From an optimization exercise on the open Yosys and OpenROAD flow, aimed at small area, a short achievable clock period and few clock cycles per item; shortcuts taken in it are not production practice.
Where RTL was checked, it was by simulation tests only, not by an equivalence proof against the original.

## simon_engine
module simon_engine (
  input  logic           clk,                  
  input  logic           rst,                  
  input  logic           ctrl_in_begin,        
  input  logic [10:0]    ctrl_in_num_blocks,   
  input  logic [63:0]    ctrl_in_key,          
  output logic           done_intr,            
  output logic [31:0]    pt_addra,
  input  logic [31:0]    pt_rd_data,
  output logic [31:0]    ct_addra,
  output logic [31:0]    ct_wr_data,
  output logic [3:0]     ct_wea
);
  localparam int NL  = 8;          
  localparam int R   = 2;         
  localparam int NR  = 32 / R;           
  localparam int CW  = (NL > NR) ? $clog2(NL) : $clog2(NR);
  localparam logic [61:0] Z = 62'b01100111000011010100100010111110110011100001101010010001011111;
  localparam logic [1:0] IDLE = 2'd0, SHIFT = 2'd1, ROUND = 2'd2, DRAIN = 2'd3;
  logic [1:0]    st;
  logic [CW-1:0] cnt;
  logic [10:0]   rd;       
  logic [10:0]   wr;       
  logic [10:0]   left;     
  logic          hp;       
  logic          wea_r, done_r;
  logic [1:0]    st_n;
  logic [CW-1:0] cnt_n;
  logic [10:0]   rd_n, wr_n, left_n;
  logic          hp_n, wea_n, done_n;
  wire more = (left > NL);    
  always_comb begin
    st_n   = st;
    cnt_n  = cnt + 1'b1;
    rd_n   = rd;
    wr_n   = wea_r ? wr + 1'b1 : wr;
    left_n = wea_r ? left - 1'b1 : left;
    hp_n   = hp;
    wea_n  = 1'b0;
    done_n = 1'b0;
    case (st)
      IDLE: begin
        cnt_n = '0;
        rd_n  = '0;
        if (ctrl_in_begin) begin
          st_n   = SHIFT;
          rd_n   = 11'd1;
          wr_n   = '0;
          left_n = ctrl_in_num_blocks;
          hp_n   = 1'b0;
        end
      end
      SHIFT: begin
        if (cnt == CW'(NL - 1)) begin
          st_n  = ROUND;
          cnt_n = '0;
        end else begin
          rd_n  = rd + 1'b1;
          wea_n = hp;
        end
      end
      ROUND: begin
        if (cnt == CW'(NR - 1)) begin
          cnt_n = '0;
          wea_n = 1'b1;
          if (more) begin
            st_n = SHIFT;
            rd_n = rd + 1'b1;
            hp_n = 1'b1;
          end else begin
            st_n   = DRAIN;
            done_n = (left == 11'd1);
          end
  ...
Settings: LEC_CHECK=0, CAP_MARGIN=20, CORE_MARGIN=2, CORE_UTILIZATION=40, SLEW_MARGIN=20; clock period 4.0 ns.
run.sh (not shown) runs the stock make flow with config.mk's settings and CLKGATE_MAP_FILE= SYNTH_SCRIPT=/design/flow/synth_recipe.tcl, a recipe that flattens the netlist after the stock synthesis.
The baseline completed without violations.
Rerun with:
--- a/flow/config.mk
+++ b/flow/config.mk
@@ -7,2 +7,3 @@
 export LEC_CHECK = 0
+export ABC_CLOCK_PERIOD_IN_PS = 1800
 export CAP_MARGIN = 20
@@ -10,2 +11,3 @@
 export CORE_UTILIZATION = 40
+export SETUP_SLACK_MARGIN = 2.2
 export SLEW_MARGIN = 20
Effect: The new run completed with no timing, DRC or antenna violations. Clock skew rises by 0.0069 ns. Design area rises by 9.6%. Setup slack gets better by 0.73 ns. Count of clock-buffer cells in the layout falls by 1. Core utilization rises by 4.5 points. Die area stays the same. Cell count rises by 4.2%. First-iteration DRC count rises by 21%.
No functional check of the RTL was part of any run of this note.

* * *

Another version of the RTL of simon_engine (not shown whole).
Size: roughly 3400 cells after synthesis, about 900 flip-flops, ~210 I/O pins, roughly 0.044 mm² of cells after synthesis.
Settings: LEC_CHECK=0, ABC_CLOCK_PERIOD_IN_PS=2200, CAP_MARGIN=20, CORE_MARGIN=2, CORE_UTILIZATION=40, CTS_CLUSTER_DIAMETER=120, CTS_CLUSTER_SIZE=24, SETUP_SLACK_MARGIN=1.8, SLEW_MARGIN=20; clock period 4.0 ns.
The baseline finished clean.
Testbench counts at the start, summed over its fixed seeds: cycles 5,453, blocks 3,917.
Then changed:
==> flow/flow/run.sh (new file) <==
#!/bin/bash
# The standard layout, with every input and output port buffered by a plain
# sky130_fd_sc_hd__buf_1 instead of the default port buffer cell. The full
# output of the ORFS make run (synthesis, floorplan, placement, CTS, routing,
# finishing) goes to flow_make.log in this folder; ORFS also keeps each
# step's own log under orfs/logs.
set -euo pipefail
export BUFFER_PORTS_ARGS="-buffer_cell sky130_fd_sc_hd__buf_1"
bash standard.sh > flow_make.log 2>&1
==> flow/standard.sh (new file) <==
#!/bin/bash
# synth_recipe.tcl (not shown) runs the flow's synth.tcl, then flattens the netlist and writes it again
# the make line also repeats each setting of config.mk as NAME=value (left out here)
make -C /OpenROAD-flow-scripts/flow DESIGN_CONFIG=/design/flow/config.mk WORK_HOME=/design/flow/orfs CLKGATE_MAP_FILE= SYNTH_SCRIPT=/design/flow/synth_recipe.tcl "${@:-finish}"
--- a/flow/config.mk
+++ b/flow/config.mk
@@ -8 +8 @@
-export ABC_CLOCK_PERIOD_IN_PS = 2200
+export ABC_CLOCK_PERIOD_IN_PS = 2100
@@ -14 +14,2 @@
-export SETUP_SLACK_MARGIN = 1.8
+export PLACE_DENSITY = 0.7
+export SETUP_SLACK_MARGIN = 1.95
removed: flow/run.sh
=> Setup slack is better by 150 ps. Via count increases by 1.9%. Hold slack loses 9.5 ps. Synthesized cell count is unchanged. Sequential cell count does not change. Count of clock-buffer cells in the layout climbs by 2. Design area stays flat.

* * *

Setup of harbor:
Starting RTL as in the previous note.
==> flow/config.mk <==
export PLATFORM = sky130hd
export DESIGN_NAME = simon_engine
export DESIGN_NICKNAME = simon_engine
export VERILOG_FILES = /design/flow/design.v
export SDC_FILE = /design/flow/constraint.sdc
export NUM_CORES = 4
export LEC_CHECK = 0
export ABC_CLOCK_PERIOD_IN_PS = 2100
export CAP_MARGIN = 20
export CORE_MARGIN = 2
export CORE_UTILIZATION = 40
export CTS_CLUSTER_DIAMETER = 120
export CTS_CLUSTER_SIZE = 24
export SETUP_SLACK_MARGIN = 1.85
export SLEW_MARGIN = 20
==> flow/constraint.sdc <==
create_clock -name core_clock -period 4.0 [get_ports {clk}]
set_input_delay 0.8000 -clock core_clock [delete_from_list [all_inputs] [get_ports {clk}]]
set_output_delay 0.8000 -clock core_clock [all_outputs]
set_load 0.01 [all_outputs]
standard.sh (not shown) runs the stock make flow with config.mk's settings and CLKGATE_MAP_FILE= SYNTH_SCRIPT=/design/flow/synth_recipe.tcl, a recipe that flattens the netlist after the stock synthesis.
==> flow/flow/run.sh <==
#!/bin/bash
# The standard layout, with every input and output port buffered by a plain
# sky130_fd_sc_hd__buf_1 instead of the default port buffer cell. The full
# output of the ORFS make run (synthesis, floorplan, placement, CTS, routing,
# finishing) goes to flow_make.log in this folder; ORFS also keeps each
# step's own log under orfs/logs.
set -euo pipefail
export BUFFER_PORTS_ARGS="-buffer_cell sky130_fd_sc_hd__buf_1"
bash standard.sh > flow_make.log 2>&1
harbor was carried through to the last stage, and its layout satisfied the timing, DRC and antenna checks.
Testbench counts of harbor, summed over its fixed seeds: cycles 5,453, blocks 3,917.
Inputs modified between harbor and nickel:
- a change of SETUP_SLACK_MARGIN from 1.85 to 1.9
### Flow results
nickel has fmax above what harbor had. nickel vs harbor — sum of routed wire segments on met1 climbed slightly. In terms of area fraction of clock buffers and clock inverters, nickel and harbor differ only marginally. Slack of the critical path: nickel vs harbor up 0.081 ns. Changes observed in nickel relative to harbor: largest stage delay on the critical path moved down, first-pass GRT wire length now sits at about the same level, tap cell count has remained practically unchanged. harbor reports its highest signal layer in the routed design as met5 while nickel reports met4. Relative to harbor, final area has gone up in nickel. Die area came out exactly the same in harbor and nickel.
The following lists how sierra was set up differently from nickel:
- an added ABC_AREA of 1
- a deleted ABC_CLOCK_PERIOD_IN_PS that had been 2100
==> flow/run.sh (new file) <==
#!/bin/bash
# synth_recipe.tcl (not shown) runs the flow's synth.tcl, then flattens the netlist and writes it again
# the make line also repeats each setting of config.mk as NAME=value (left out here)
make -C /OpenROAD-flow-scripts/flow DESIGN_CONFIG=/design/flow/config.mk WORK_HOME=/design/flow/orfs CLKGATE_MAP_FILE= SYNTH_SCRIPT=/design/flow/synth_recipe.tcl finish
removed: flow/flow/run.sh
removed: flow/standard.sh
Notes after the runs:
Both conditions hold for sierra: the flow ran to the end and the final layout passed the timing, DRC and antenna checks. nickel -> sierra: mean number of vias per cell increased by a few percent. sierra ended up with simple AND/OR/NAND/NOR gates as its dominant combinational cell family by area after synthesis; nickel ended up with XOR/XNOR gates. Compared with nickel, sierra instantiates a larger number of cells. Compared with nickel, sierra shows a higher design area. From nickel to sierra the numbers moved as follows: count of flip-flops with a built-in enable after synthesis closely matched the old numbers, total track usage increased by 2.9 points relative to the old numbers, detailed-route wire length increased by 56000 um relative to the old numbers, maximum clock frequency increased by 1.3% relative to the old numbers, initial DRC count increased by 1601 relative to the old numbers.
The following lists how raven was set up differently from sierra:
- setting ABC_CLOCK_PERIOD_IN_PS to 2100 for the first time
- removing ABC_AREA (formerly 1)
Results
- Row count, raven and sierra, higher one = sierra.
- [compare] base=sierra new=raven: initial antenna violation count went down 3; setup slack decreased by 0.033 ns relative to the old numbers.
- Area of the multi-input gates in raven vs sierra: down about 20%
- On final instance area: raven sits below sierra.

* * *

Setup of run A:
simon_engine, a different RTL version from the one above (not shown whole).
Size in the first run: about 3400 cells after synthesis, roughly 910 flip-flops, ~43000 µm² of cells after synthesis.
==> flow/design.v (excerpt) <==
module simon_engine (
  input  logic           clk,                  
  input  logic           rst,                  
  input  logic           ctrl_in_begin,        
  input  logic [10:0]    ctrl_in_num_blocks,   
  input  logic [63:0]    ctrl_in_key,          
  output logic           done_intr,            
  output logic [31:0]    pt_addra,
  input  logic [31:0]    pt_rd_data,
  output logic [31:0]    ct_addra,
  output logic [31:0]    ct_wr_data,
  output logic [3:0]     ct_wea
);
  localparam int R  = 3;                
  localparam int NS = (32 + R - 1) / R;         
  localparam int R0 = 32 - R * (NS - 1);        
  localparam logic [61:0] Z = 62'b01100111000011010100100010111110110011100001101010010001011111;
  logic          run;      
  logic [NS:1]   tok;      
  logic [10:0]   rd;       
  logic [10:0]   wr;       
  logic [10:0]   left;     
  logic          wea_r, done_r;
  wire start = !run && ctrl_in_begin;
  always_ff @(posedge clk) begin
    if (!rst) begin
      run    <= 1'b0;
      tok    <= '0;
      rd     <= '0;
      wea_r  <= 1'b0;
      done_r <= 1'b0;
    end else begin
      tok    <= {tok[NS-1:1], start};
      if (start)
        run <= 1'b1;
      else if (done_r)
        run <= 1'b0;
      rd     <= (run && !done_r) ? rd + 1'b1 : {10'd0, start};
      wea_r  <= tok[NS] || (wea_r && !done_r);
      done_r <= (tok[NS] && left == 11'd1) || (wea_r && left == 11'd2);
    end
    if (!run) begin
      wr   <= '0;
      left <= ctrl_in_num_blocks;
    end else if (wea_r) begin
      wr   <= wr + 1'b1;
      left <= left - 1'b1;
    end
  end
  function automatic logic [15:0] ror(input logic [15:0] v, input int s);
    ror = (v >> s) | (v << (16 - s));
  endfunction
  function automatic logic [R-1:0] zbits(input int n);
    zbits = Z[R*n +: R];
  endfunction
  localparam logic [64*67-1:0] KM = {
    67'h8f01801401ec00a0,
    67'hc780400a00f60050,
    67'h263c02005007b0028,
    67'h231e09002803d0014,
    67'h18f04801c01e000a,
    67'h10c78a400600f0005,
    67'h63c5200b0078002,
    67'h1031e2900d8034001,
    67'h18f1480ec01a000,
    67'h80c70a40f6005000,
    67'hc06305207b002800,
    67'he03102903d801400,
    67'hf01801481ec00a00,
    67'h780c00a40f600500,
    67'h3c06005207b00280,
    67'h41e03002903d80140,
    67'ha080018014000c,
    67'h50c000400a0006,
  ...
==> flow/config.mk <==
export PLATFORM = sky130hd
export DESIGN_NAME = simon_engine
export DESIGN_NICKNAME = simon_engine
export VERILOG_FILES = /design/flow/design.v
export SDC_FILE = /design/flow/constraint.sdc
export NUM_CORES = 4
export LEC_CHECK = 0
export ABC_CLOCK_PERIOD_IN_PS = 2100
export CAP_MARGIN = 20
export CORE_MARGIN = 2
export CORE_UTILIZATION = 60
export SETUP_SLACK_MARGIN = 1.9
export SLEW_MARGIN = 20
==> flow/constraint.sdc <==
create_clock -name core_clock -period 4.0 [get_ports {clk}]
set_input_delay 0.8000 -clock core_clock [delete_from_list [all_inputs] [get_ports {clk}]]
set_output_delay 0.8000 -clock core_clock [all_outputs]
set_load 0.01 [all_outputs]
run.sh (not shown) runs the stock make flow with config.mk's settings and CLKGATE_MAP_FILE= SYNTH_SCRIPT=/design/flow/synth_recipe.tcl, a recipe that flattens the netlist after the stock synthesis.
Stock flow here: none of the scripts above is used.
Testbench counts of run A, summed over its fixed seeds: cycles 5,453, blocks 3,917.
For run B, these inputs were changed with respect to run A:
Settings: setting CTS_CLUSTER_SIZE to 24 for the first time; setting CTS_CLUSTER_DIAMETER to 120 for the first time; changing CORE_UTILIZATION from 60 to 40.
### Flow results
- Area occupied by multi-input gates essentially unchanged between run A and run B.
- Delta (run B minus run A): hold slack went down by 0.011 ns, area share of buffers outside the clock network went up by 0.35 points, core occupancy in the finished layout went down by 26 points.
- Diff run A..run B | multi-input gate count | unchanged
- Between run A and run B, the I/O pin count does not differ in any meaningful way.
- Comparing run A and run B, met1 global-route usage is lower on run B.
- Run B ended with less part of the cycle the worst path needs than run A.
- Sort run A and run B by arrival time at the worst endpoint, descending, and run A comes first.
- Compared to run A, the routing of run B uses more wire.
- The final reports for run B and run A show synthesis-to-layout area growth lower in the former.

==> static timing again, ports no longer ideal <==
The flow's constraints put no driver on any port. The routed layouts listed below were extracted and timed again, unchanged, in two steps.
Step 1: set_driving_cell puts a clkbuf_16 on clk and a buf_2 on each other input, an assumption about the parent block.
Step 2 moves the port delays by t, midway between the first and last clock arrival at a register: inputs arrive t later, outputs are due t later. That takes back most of the time a late clock gives input paths.
Slacks: no drivers / after step 1 / after step 2; pairs: no drivers / after step 1.
run | t (ns) | slack for setup (ns) | worst hold slack (ns)
the first run of note 1 | 0.626 | 1.320 / 1.260 / 1.503 | 0.499 / 0.499 / 0.499
the second run of note 1 | 0.643 | 2.048 / 1.984 / 1.746 | 0.489 / 0.489 / 0.489
the first run of note 2 | 0.709 | 1.800 / 1.776 / 1.179 | 0.465 / 0.465 / 0.465
the second run of note 2 | 0.670 | 1.949 / 1.924 / 1.489 | 0.455 / 0.418 / 0.455
harbor | 0.705 | 1.808 / 1.808 / 1.392 | 0.452 / 0.407 / 0.461
nickel | 0.705 | 1.889 / 1.872 / 1.398 | 0.443 / 0.399 / 0.460
sierra | 0.748 | 1.917 / 1.863 / 1.229 | 0.464 / 0.464 / 0.464
raven | 0.695 | 1.884 / 1.859 / 1.231 | 0.474 / 0.474 / 0.474
run A | 0.722 | 1.866 / 1.850 / 1.265 | 0.482 / 0.461 / 0.486
run B | 0.708 | 1.889 / 1.873 / 1.264 | 0.471 / 0.471 / 0.471
After both steps setup and hold are still met in every run listed. The setup slack of sierra, which loses most, moves by -0.054 ns with the drivers and by -0.688 ns with both steps.
